This is an optimization exercise on Yosys and OpenROAD, whose aim is small area, a short achievable clock period and few clock cycles, not a production implementation. The RTL was checked by simulation tests, not by an equivalence proof against the original design.

==> flow/design.v (excerpt) <==
module MPQ(clk,rst,data_valid,data,cmd_valid,cmd,index,value,busy,RAM_valid,RAM_A,RAM_D,done);
Size: about 1600 cells after synthesis, roughly 50 I/O pins.
Settings: LEC_CHECK=0, CAP_MARGIN=20, CORE_MARGIN=2, CORE_UTILIZATION=30, PLACE_DENSITY=0.5, SETUP_SLACK_MARGIN=4.0, SLEW_MARGIN=20; clock period 7.0 ns.
run.sh (not shown) runs the stock make flow with config.mk's settings and CLKGATE_MAP_FILE= SYNTH_SCRIPT=/design/flow/synth_recipe.tcl, a recipe that flattens the netlist after the stock synthesis.
Testbench counts at the start, summed over its fixed seeds: cycles 12,661.
Change:
--- a/flow/design.v
+++ b/flow/design.v
@@ -7,13 +7,13 @@
 input [2:0] cmd;
 input [7:0] index;
 input [7:0] value;
 output reg busy;
 output reg RAM_valid;
 output [7:0] RAM_A;
-output [7:0] RAM_D;
+output reg [7:0] RAM_D;
 output reg done;
 localparam S_LOAD = 0, S_IDLE = 1, S_PRE = 2, S_R1 = 3, S_R2 = 4, S_R3 = 5, S_R4 = 6, S_WR = 7, S_RD = 8;
 localparam C_BUILD = 3'd0, C_EXT = 3'd1, C_INC = 3'd2, C_INS = 3'd3, C_WR = 3'd4;
 reg [8:0] st;
 reg [3:0] m;       
 reg [14:0] os;     
@@ -21,15 +21,12 @@
 reg [7:0] valr;    
 reg [7:0] rdr;     
 reg [2:0] cr;      
 reg       pend;    
 reg       fixed;   
 assign RAM_A = {4'd0, wa};
-reg [7:0] wd;
-reg       wf;
-assign RAM_D = wf ? a0 : wd;
 reg [119:0] A;
 wire [7:0] a0 = A[7:0],   a1 = A[15:8],   a2 = A[23:16],  a3 = A[31:24];
 wire [7:0] a4 = A[39:32], a5 = A[47:40],  a6 = A[55:48],  a7 = A[63:56];
 wire [7:0] a8 = A[71:64], a9 = A[79:72],  a10 = A[87:80], a11 = A[95:88];
 wire [7:0] a12 = A[103:96], a13 = A[111:104], a14 = A[119:112];
 function gt8;
@@ -183,14 +180,18 @@
 wire wcyc  = st[S_WR] | (r4 & pend & (cr == C_WR));
 wire wlast = (wa == m);
 wire skip1 = (cr == C_INC) & fixed & (|os[6:0]);
 wire [8:0] nst;
 assign nst[S_LOAD] = (st[S_LOAD] & ~os[11]) | (wcyc & wlast);
 assign nst[S_IDLE] = (st[S_LOAD] & os[11]) | (st[S_IDLE] & ~is_cmd) | (r4 & ~pend);
-assign nst[S_RD]   = (st[S_IDLE] & (cmd == C_INC)) | (r4 & pend & (cr == C_INC));
-assign nst[S_PRE]  = (st[S_IDLE] & ((cmd == C_EXT) | (cmd == C_INS))) | st[S_RD];
+wire moved = |(os[6:3] & {sl6 | sr6, sl5 | sr5, sl4 | sr4, sl3 | sr3}) |
+             |(os[14:7] & {sr6, sl6, sr5, sl5, sr4, sl4, sr3, sl3});
+wire pinc4 = r4 & pend & (cr == C_INC);
+assign nst[S_RD]   = (st[S_IDLE] & (cmd == C_INC)) | (pinc4 & moved);
+assign nst[S_PRE]  = (st[S_IDLE] & ((cmd == C_EXT) | (cmd == C_INS))) | st[S_RD] |
+                     (pinc4 & ~moved);
 assign nst[S_R1]   = (st[S_PRE] & ~skip1) | (r4 & pend & ((cr == C_EXT) | (cr == C_INS)));
 assign nst[S_R2]   = r1 | (st[S_IDLE] & (cmd == C_BUILD)) | (st[S_PRE] & skip1) |
                      (r4 & pend & (cr == C_BUILD));
 assign nst[S_R3]   = r2;
 assign nst[S_R4]   = r3;
 assign nst[S_WR]   = (st[S_IDLE] & (cmd == C_WR)) | (wcyc & ~wlast);
@@ -200,15 +201,13 @@
 		os <= 15'd1;
 		pend <= 1'b0;
 		fixed <= 1'b0;
 		busy <= 1'b1;
 		RAM_valid <= 1'b0;
 		done <= 1'b0;
-		wf <= 1'b0;
 	end else begin
-		wf <= issue & (cmd == C_WR);
 		st <= nst;
 		busy <= ~(nst[S_IDLE] | nst[S_R3]);
 		done <= 1'b0;
 		if (ld) begin
 			os <= {os[13:0], 1'b0};
 			fixed <= 1'b0;
@@ -240,18 +239,21 @@
 always @(posedge clk) begin
 	if (ld && os[11]) m <= 4'd11;
 	rdr <= rd;
 	if (issue) begin
 		cr <= cmd;
 		valr <= value;
-		if (cmd == C_WR) wa <= 4'd0;
+		if (cmd == C_WR) begin
+			wa <= 4'd0;
+			RAM_D <= n_0;    
+		end
 	end
 	if (start) begin
 		if (cr == C_INS) m <= m + 4'd1;
 		if (cr == C_EXT) m <= m - 4'd1;
 	end
 	if (wcyc && !wlast) begin
 		wa <= wa + 4'd1;
-		wd <= rd;
+		RAM_D <= rd;
 	end
 end
 endmodule
What happened:
- The changed run completed with no timing, DRC or antenna violations
- fmax went up slightly
- clock skew stays flat
- register-to-register slack is worse by 70 ps
- global-route usage hardly moves
- wire length went up by a few percent
Testbench counts after the change, summed over its fixed seeds: cycles 12,171.

== job 2646 ==
The RTL this note starts from:
==> flow/design.v <==
module MPQ(clk,rst,data_valid,data,cmd_valid,cmd,index,value,busy,RAM_valid,RAM_A,RAM_D,done);
input clk;
input rst;
input data_valid;
input [7:0] data;
input cmd_valid;
input [2:0] cmd;
input [7:0] index;
input [7:0] value;
output reg busy;
output reg RAM_valid;
output [7:0] RAM_A;
output reg [7:0] RAM_D;    
output reg done;
localparam S_LOAD = 0, S_IDLE = 1, S_PRE = 2, S_R1 = 3, S_R2 = 4, S_R3 = 5, S_R4 = 6, S_WR = 7, S_RD = 8;
localparam C_BUILD = 3'd0, C_EXT = 3'd1, C_INC = 3'd2, C_INS = 3'd3, C_WR = 3'd4;
reg [8:0] st;
reg [3:0] m;       
reg [14:0] os;     
reg [3:0] wa;      
reg [7:0] valr;    
reg [2:0] cr;      
reg       pend;    
reg       fixed;   
reg       xw;      
assign RAM_A = {4'd0, wa};
reg [119:0] A;
wire [7:0] a0 = A[7:0],   a1 = A[15:8],   a2 = A[23:16],  a3 = A[31:24];
wire [7:0] a4 = A[39:32], a5 = A[47:40],  a6 = A[55:48],  a7 = A[63:56];
wire [7:0] a8 = A[71:64], a9 = A[79:72],  a10 = A[87:80], a11 = A[95:88];
wire [7:0] a12 = A[103:96], a13 = A[111:104], a14 = A[119:112];
function gt8;
	input [7:0] a, b;
	reg [7:0] g, l;
	reg [3:0] g2, l2;
	reg [1:0] g4, l4;
	integer i;
	begin
		g = a & ~b;
		l = ~a & b;
		for (i = 0; i < 4; i = i + 1) begin
			g2[i] = g[2*i+1] | (~l[2*i+1] & g[2*i]);
			l2[i] = l[2*i+1] | (~g[2*i+1] & l[2*i]);
		end
		for (i = 0; i < 2; i = i + 1) begin
			g4[i] = g2[2*i+1] | (~l2[2*i+1] & g2[2*i]);
			l4[i] = l2[2*i+1] | (~g2[2*i+1] & l2[2*i]);
		end
		gt8 = g4[1] | (~l4[1] & g4[0]);
	end
endfunction
function [7:0] pick;
	input s0, s1, s2, s3, s4, s5, s6;
	input [7:0] v0, v1, v2, v3, v4, v5, v6;
	begin
		pick = ({8{s0}} & v0) | ({8{s1}} & v1) | ({8{s2}} & v2) | ({8{s3}} & v3) |
		       ({8{s4}} & v4) | ({8{s5}} & v5) | ({8{s6}} & v6);
	end
endfunction
wire r1 = st[S_R1];
wire r2 = st[S_R2];
wire r3 = st[S_R3];
wire r4 = st[S_R4];
wire en1 = r2 | r3;           
wire en0 = r3;                
wire ib  = st[S_IDLE] & ~fixed & (cmd == C_BUILD);
wire en2 = r1 | r4 | ib;      
wire r1ext = r1 & (cr == C_EXT);
wire x0 = r1ext | (r2 & xw);
reg [6:0] lok, rok;
always @(*) begin
	case (m)
		4'd0:  begin lok = 7'b0000000; rok = 7'b0000000; end
		4'd1:  begin lok = 7'b0000001; rok = 7'b0000000; end
		4'd2:  begin lok = 7'b0000001; rok = 7'b0000001; end
		4'd3:  begin lok = 7'b0000011; rok = 7'b0000001; end
		4'd4:  begin lok = 7'b0000011; rok = 7'b0000011; end
		4'd5:  begin lok = 7'b0000111; rok = 7'b0000011; end
		4'd6:  begin lok = 7'b0000111; rok = 7'b0000111; end
		4'd7:  begin lok = 7'b0001111; rok = 7'b0000111; end
		4'd8:  begin lok = 7'b0001111; rok = 7'b0001111; end
		4'd9:  begin lok = 7'b0011111; rok = 7'b0001111; end
		4'd10: begin lok = 7'b0011111; rok = 7'b0011111; end
		4'd11: begin lok = 7'b0111111; rok = 7'b0011111; end
		4'd12: begin lok = 7'b0111111; rok = 7'b0111111; end
		4'd13: begin lok = 7'b1111111; rok = 7'b0111111; end
		default: begin lok = 7'b1111111; rok = 7'b1111111; end
	endcase
end
wire c10 = gt8(a1, a0), c20 = gt8(a2, a0), c21 = gt8(a2, a1);
wire c31 = gt8(a3, a1), c41 = gt8(a4, a1), c43 = gt8(a4, a3);
wire c30 = gt8(a3, a0), c40 = gt8(a4, a0);
wire c52 = gt8(a5, a2), c62 = gt8(a6, a2), c65 = gt8(a6, a5);
wire c50 = gt8(a5, a0), c60 = gt8(a6, a0);
wire c73 = gt8(a7, a3),   c83 = gt8(a8, a3),    c87 = gt8(a8, a7);
wire c94 = gt8(a9, a4),   c104 = gt8(a10, a4),  c109 = gt8(a10, a9);
wire c115 = gt8(a11, a5), c125 = gt8(a12, a5),  c1211 = gt8(a12, a11);
wire c136 = gt8(a13, a6), c146 = gt8(a14, a6),  c1413 = gt8(a14, a13);
wire sl0 = en0 & lok[0] & c10 & ~c21;
wire sr0 = en0 & rok[0] & c20 & c21;
wire f1 = r2 & xw & os[4];
wire f2 = r2 & xw & os[6];
wire sl1 = en1 & lok[1] & (sl0 ? c30 : c31) & (~c43 | f1);
wire sr1 = en1 & rok[1] & (sl0 ? c40 : c41) & c43;
wire n1  = ~sl1 & ~sr1;
wire sl2 = en1 & lok[2] & (sr0 ? c50 : c52) & (~c65 | f2);
wire sr2 = en1 & rok[2] & (sr0 ? c60 : c62) & c65;
wire n2  = ~sl2 & ~sr2;
wire f3 = r1ext & os[8];
wire f4 = r1ext & os[10];
wire f5 = r1ext & os[12];
wire f6 = r1ext & os[14];
wire sl3 = en2 & lok[3] & c73 & (~c87 | f3);
wire sr3 = en2 & rok[3] & c83 & c87;
wire sl4 = en2 & lok[4] & c94 & (~c109 | f4);
wire sr4 = en2 & rok[4] & c104 & c109;
wire sl5 = en2 & lok[5] & c115 & (~c1211 | f5);
wire sr5 = en2 & rok[5] & c125 & c1211;
wire sl6 = en2 & lok[6] & c136 & (~c1413 | f6);
wire sr6 = en2 & rok[6] & c146 & c1413;
wire [7:0] n_0 = pick(~sl0 & ~sr0, sl0, sr0, 1'b0, 1'b0, 1'b0, 1'b0,
                      a0, a1, a2, 8'd0, 8'd0, 8'd0, 8'd0);
wire [7:0] n_1 = pick(sl1, sr1, n1 & sl0, n1 & ~sl0, 1'b0, 1'b0, 1'b0,
                      a3, a4, a0, a1, 8'd0, 8'd0, 8'd0);
wire [7:0] n_2 = pick(sl2, sr2, n2 & sr0, n2 & ~sr0, 1'b0, 1'b0, 1'b0,
                      a5, a6, a0, a2, 8'd0, 8'd0, 8'd0);
wire [7:0] n_3 = pick(sl1 & sl0, sl1 & ~sl0, sl3, sr3, ~sl1 & ~sl3 & ~sr3, 1'b0, 1'b0,
                      a0, a1, a7, a8, a3, 8'd0, 8'd0);
wire [7:0] n_4 = pick(sr1 & sl0, sr1 & ~sl0, sl4, sr4, ~sr1 & ~sl4 & ~sr4, 1'b0, 1'b0,
                      a0, a1, a9, a10, a4, 8'd0, 8'd0);
wire [7:0] n_5 = pick(sl2 & sr0, sl2 & ~sr0, sl5, sr5, ~sl2 & ~sl5 & ~sr5, 1'b0, 1'b0,
                      a0, a2, a11, a12, a5, 8'd0, 8'd0);
wire [7:0] n_6 = pick(sr2 & sr0, sr2 & ~sr0, sl6, sr6, ~sr2 & ~sl6 & ~sr6, 1'b0, 1'b0,
                      a0, a2, a13, a14, a6, 8'd0, 8'd0);
wire [7:0] n_7  = sl3 ? a3 : a7;
wire [7:0] n_8  = sr3 ? a3 : a8;
wire [7:0] n_9  = sl4 ? a4 : a9;
wire [7:0] n_10 = sr4 ? a4 : a10;
wire [7:0] n_11 = sl5 ? a5 : a11;
wire [7:0] n_12 = sr5 ? a5 : a12;
wire [7:0] n_13 = sl6 ? a6 : a13;
wire [7:0] n_14 = sr6 ? a6 : a14;
wire [119:0] N = {n_14, n_13, n_12, n_11, n_10, n_9, n_8, n_7, n_6, n_5, n_4, n_3, n_2, n_1, n_0};
reg [7:0] rd;
integer j;
always @(*) begin
	rd = 8'd0;
	for (j = 0; j < 15; j = j + 1)
		rd = rd | ({8{os[j]}} & A[8*j +: 8]);
end
reg [14:0] moh, ioh;
always @(*) begin
	for (j = 0; j < 15; j = j + 1) begin
		moh[j] = (m == j);
		ioh[j] = (index[3:0] == j);
	end
end
wire is_cmd = (cmd <= 3'd4);
wire issue  = is_cmd & (st[S_IDLE] | r3);
wire start  = st[S_PRE] | (r4 & pend);
wire ld     = st[S_LOAD];
wire pinc   = st[S_PRE] & (cr == C_INC);
wire wone   = ld | (start & (cr == C_INS)) | pinc | x0;
wire [7:0] bus = ld ? data : (x0 ? 8'd0 : ((pinc & ~gt8(valr, RAM_D)) ? RAM_D : valr));
reg [119:0] An;
integer k;
always @(*) begin
	An = N;
	for (k = 0; k < 15; k = k + 1) begin
		if (wone && os[k])
			An[8*k +: 8] = bus;
		else if (x0 && k == 0)
			An[8*k +: 8] = rd;
	end
end
always @(posedge clk) begin
	A[95:0] <= An[95:0];
end
always @(posedge clk or posedge rst) begin
	if (rst) A[119:96] <= 24'd0;
	else     A[119:96] <= An[119:96];
end
wire wcyc  = st[S_WR] | (r4 & pend & (cr == C_WR));
wire wlast = (wa == m);
wire skip1 = fixed & (((cr == C_INC) & (|os[6:0])) | (cr == C_EXT));
wire [8:0] nst;
assign nst[S_LOAD] = (st[S_LOAD] & ~os[11]) | (wcyc & wlast);
assign nst[S_IDLE] = (st[S_LOAD] & os[11]) | (st[S_IDLE] & ~is_cmd) | (r4 & ~pend);
wire moved = |(os[6:3] & {sl6 | sr6, sl5 | sr5, sl4 | sr4, sl3 | sr3}) |
             |(os[14:7] & {sr6, sl6, sr5, sl5, sr4, sl4, sr3, sl3});
wire pinc4 = r4 & pend & (cr == C_INC);
assign nst[S_RD]   = (st[S_IDLE] & (cmd == C_INC)) | (pinc4 & moved);
assign nst[S_PRE]  = (st[S_IDLE] & ((cmd == C_EXT) | (cmd == C_INS))) | st[S_RD] |
                     (pinc4 & ~moved);
assign nst[S_R1]   = (st[S_PRE] & ~skip1) | (r4 & pend & (cr == C_INS));
assign nst[S_R2]   = r1 | (st[S_IDLE] & (cmd == C_BUILD)) | (st[S_PRE] & skip1) |
                     (r4 & pend & ((cr == C_BUILD) | (cr == C_EXT)));
assign nst[S_R3]   = r2;
assign nst[S_R4]   = r3;
assign nst[S_WR]   = (st[S_IDLE] & (cmd == C_WR)) | (wcyc & ~wlast);
always @(posedge clk or posedge rst) begin
	if (rst) begin
		st <= 9'd1 << S_LOAD;
		os <= 15'd1;
		pend <= 1'b0;
		fixed <= 1'b0;
		xw <= 1'b0;
		busy <= 1'b1;
		RAM_valid <= 1'b0;
		done <= 1'b0;
	end else begin
		st <= nst;
		xw <= (cr == C_EXT) & ((st[S_PRE] & skip1) | (r4 & pend));
		busy <= ~(nst[S_IDLE] | nst[S_R3]);
		done <= 1'b0;
		if (ld) begin
			os <= {os[13:0], 1'b0};
			fixed <= 1'b0;
		end
		if (r4) begin
			fixed <= 1'b1;
			pend <= 1'b0;
		end
		if (issue) begin
			if (r3) pend <= 1'b1;
			if (cmd == C_WR) RAM_valid <= 1'b1;
			case (cmd)
				C_EXT:   os <= moh;
				C_INC:   os <= ioh;
				C_INS:   os <= {moh[13:0], 1'b0};
				default: os <= 15'd2;
			endcase
		end
		if (wcyc) begin
			if (wlast) begin
				RAM_valid <= 1'b0;
				done <= 1'b1;
				os <= 15'd1;
			end else
				os <= {os[13:0], 1'b0};
		end
	end
end
always @(posedge clk) begin
	if (ld && os[11]) m <= 4'd11;
	if (issue && cmd == C_WR) RAM_D <= n_0;
	else                      RAM_D <= rd;
	if (issue) begin
		cr <= cmd;
		valr <= value;
		if (cmd == C_WR) wa <= 4'd0;
	end
	if (start) begin
		if (cr == C_INS) m <= m + 4'd1;
		if (cr == C_EXT) m <= m - 4'd1;
	end
	if (wcyc && !wlast) wa <= wa + 4'd1;
end
endmodule
Settings: LEC_CHECK=0, CAP_MARGIN=20, CORE_MARGIN=2, CORE_UTILIZATION=40, PLACE_DENSITY=0.65, SETUP_SLACK_MARGIN=4.0, SLEW_MARGIN=20; clock period 7.0 ns.
Testbench counts of job 2646, summed over its fixed seeds: cycles 11,648.
Setup changes, job 2646 to job 7131
--- a/flow/design.v
+++ b/flow/design.v
@@ -10,21 +10,23 @@
 output reg busy;
 output reg RAM_valid;
 output [7:0] RAM_A;
 output reg [7:0] RAM_D;    
 output reg done;
-localparam S_LOAD = 0, S_IDLE = 1, S_PRE = 2, S_R1 = 3, S_R2 = 4, S_R3 = 5, S_R4 = 6, S_WR = 7, S_RD = 8;
+localparam S_LOAD = 0, S_IDLE = 1, S_PRE = 2, S_R1 = 3, S_R2 = 4, S_R3 = 5, S_R4 = 6, S_WR = 7;
 localparam C_BUILD = 3'd0, C_EXT = 3'd1, C_INC = 3'd2, C_INS = 3'd3, C_WR = 3'd4;
-reg [8:0] st;
+reg [7:0] st;
 reg [3:0] m;       
 reg [14:0] os;     
 reg [3:0] wa;      
 reg [7:0] valr;    
 reg [2:0] cr;      
 reg       pend;    
 reg       fixed;   
 reg       xw;      
+reg       ie;      
+reg       mq;      
 assign RAM_A = {4'd0, wa};
 reg [119:0] A;
 wire [7:0] a0 = A[7:0],   a1 = A[15:8],   a2 = A[23:16],  a3 = A[31:24];
 wire [7:0] a4 = A[39:32], a5 = A[47:40],  a6 = A[55:48],  a7 = A[63:56];
 wire [7:0] a8 = A[71:64], a9 = A[79:72],  a10 = A[87:80], a11 = A[95:88];
@@ -156,20 +158,21 @@
 	end
 end
 wire is_cmd = (cmd <= 3'd4);
 wire issue  = is_cmd & (st[S_IDLE] | r3);
 wire start  = st[S_PRE] | (r4 & pend);
+wire iearly = r3 & (cmd == C_INS) & (~m[0] | (m <= 4'd5));
 wire ld     = st[S_LOAD];
-wire pinc   = st[S_PRE] & (cr == C_INC);
-wire wone   = ld | (start & (cr == C_INS)) | pinc | x0;
-wire [7:0] bus = ld ? data : (x0 ? 8'd0 : ((pinc & ~gt8(valr, RAM_D)) ? RAM_D : valr));
+wire pinc   = st[S_PRE] & (cr == C_INC) & ~mq;
+wire wone   = ld | (start & (cr == C_INS) & ~ie) | pinc | x0;
+wire [7:0] bus = ld ? data : iearly ? value : (x0 ? 8'd0 : ((pinc & ~gt8(valr, RAM_D)) ? RAM_D : valr));
 reg [119:0] An;
 integer k;
 always @(*) begin
 	An = N;
 	for (k = 0; k < 15; k = k + 1) begin
-		if (wone && os[k])
+		if ((wone && os[k]) || (iearly && k > 0 && moh[k-1]))
 			An[8*k +: 8] = bus;
 		else if (x0 && k == 0)
 			An[8*k +: 8] = rd;
 	end
 end
@@ -181,48 +184,52 @@
 	else     A[119:96] <= An[119:96];
 end
 wire wcyc  = st[S_WR] | (r4 & pend & (cr == C_WR));
 wire wlast = (wa == m);
 wire skip1 = fixed & (((cr == C_INC) & (|os[6:0])) | (cr == C_EXT));
-wire [8:0] nst;
+wire [7:0] nst;
 assign nst[S_LOAD] = (st[S_LOAD] & ~os[11]) | (wcyc & wlast);
 assign nst[S_IDLE] = (st[S_LOAD] & os[11]) | (st[S_IDLE] & ~is_cmd) | (r4 & ~pend);
 wire moved = |(os[6:3] & {sl6 | sr6, sl5 | sr5, sl4 | sr4, sl3 | sr3}) |
              |(os[14:7] & {sr6, sl6, sr5, sl5, sr4, sl4, sr3, sl3});
 wire pinc4 = r4 & pend & (cr == C_INC);
-assign nst[S_RD]   = (st[S_IDLE] & (cmd == C_INC)) | (pinc4 & moved);
-assign nst[S_PRE]  = (st[S_IDLE] & ((cmd == C_EXT) | (cmd == C_INS))) | st[S_RD] |
-                     (pinc4 & ~moved);
-assign nst[S_R1]   = (st[S_PRE] & ~skip1) | (r4 & pend & (cr == C_INS));
-assign nst[S_R2]   = r1 | (st[S_IDLE] & (cmd == C_BUILD)) | (st[S_PRE] & skip1) |
-                     (r4 & pend & ((cr == C_BUILD) | (cr == C_EXT)));
+assign nst[S_PRE]  = (st[S_IDLE] & ((cmd == C_EXT) | (cmd == C_INS) | (cmd == C_INC))) |
+                     pinc4 | (st[S_PRE] & mq);
+assign nst[S_R1]   = (st[S_PRE] & ~mq & ~skip1) | (r4 & pend & (cr == C_INS) & ~ie);
+assign nst[S_R2]   = r1 | (st[S_IDLE] & (cmd == C_BUILD)) | (st[S_PRE] & ~mq & skip1) |
+                     (r4 & pend & ((cr == C_BUILD) | (cr == C_EXT) | ((cr == C_INS) & ie)));
 assign nst[S_R3]   = r2;
 assign nst[S_R4]   = r3;
 assign nst[S_WR]   = (st[S_IDLE] & (cmd == C_WR)) | (wcyc & ~wlast);
 always @(posedge clk or posedge rst) begin
 	if (rst) begin
-		st <= 9'd1 << S_LOAD;
+		st <= 8'd1 << S_LOAD;
 		os <= 15'd1;
 		pend <= 1'b0;
 		fixed <= 1'b0;
 		xw <= 1'b0;
+		ie <= 1'b0;
+		mq <= 1'b0;
 		busy <= 1'b1;
 		RAM_valid <= 1'b0;
 		done <= 1'b0;
 	end else begin
 		st <= nst;
 		xw <= (cr == C_EXT) & ((st[S_PRE] & skip1) | (r4 & pend));
+		mq <= (st[S_IDLE] & (cmd == C_INC)) | (pinc4 & moved);
 		busy <= ~(nst[S_IDLE] | nst[S_R3]);
 		done <= 1'b0;
 		if (ld) begin
 			os <= {os[13:0], 1'b0};
 			fixed <= 1'b0;
 		end
 		if (r4) begin
 			fixed <= 1'b1;
 			pend <= 1'b0;
-		end
+			ie <= 1'b0;
+		end
+		if (iearly) ie <= 1'b1;
 		if (issue) begin
 			if (r3) pend <= 1'b1;
 			if (cmd == C_WR) RAM_valid <= 1'b1;
 			case (cmd)
 				C_EXT:   os <= moh;
@@ -248,12 +255,13 @@
 	if (issue) begin
 		cr <= cmd;
 		valr <= value;
 		if (cmd == C_WR) wa <= 4'd0;
 	end
+	if (iearly) m <= m + 4'd1;
 	if (start) begin
-		if (cr == C_INS) m <= m + 4'd1;
+		if (cr == C_INS && !ie) m <= m + 4'd1;
 		if (cr == C_EXT) m <= m - 4'd1;
 	end
 	if (wcyc && !wlast) wa <= wa + 4'd1;
 end
 endmodule
==> results.txt <==
Final cell area excluding filler cells (job 7131 / job 2646): 1.07
[job 7131] final worst slack fell 0.036 ns relative to job 2646
Re post-CTS setup-driven buffer insertion count: job 2646 was lower than job 7131.
Job 7131 against job 2646: fraction of registers with async set or reset after synthesis increased 0.37 points; proportion of synthesized chip area in sequential cells saw a decrease; overall via count from detail_route increased 4.0%; die area increased about 2.6%.
Testbench counts of job 7131, summed over its fixed seeds: cycles 11,429.

## afterwards: timing with drivers on the ports
The results above use ideal ports. As a check the final layouts listed here were re-extracted and re-timed, cells and wires unchanged.
Step 1: set_driving_cell puts a clkbuf_16 on clk and a buf_2 on each other input, an assumption about the parent block.
Step 2 times the ports against the registers' clock, not the clock port: input delays grow and output delays shrink by t, the midpoint of the rising clock arrivals with the driver on.
a / b / c = ideal ports / drivers / drivers and shift; a / b = the first two.
run	t (ns)	setup slack, ns	slew at the worst register clock pin (ns)	cell pins on the clock port's net
the first run of note 1	0.520	3.955 / 3.903 / 3.536	0.09 / 0.09	1
the second run of note 1	0.524	3.969 / 3.969 / 3.525	0.08 / 0.08	1
job 2646	0.519	3.927 / 3.929 / 3.410	0.09 / 0.09	1
job 7131	0.518	3.891 / 3.897 / 3.379	0.09 / 0.09	1
After both steps every run listed still meets setup and hold. The setup slack of job 2646, which loses most, moves by +0.002 ns with the drivers and by -0.517 ns with both steps.
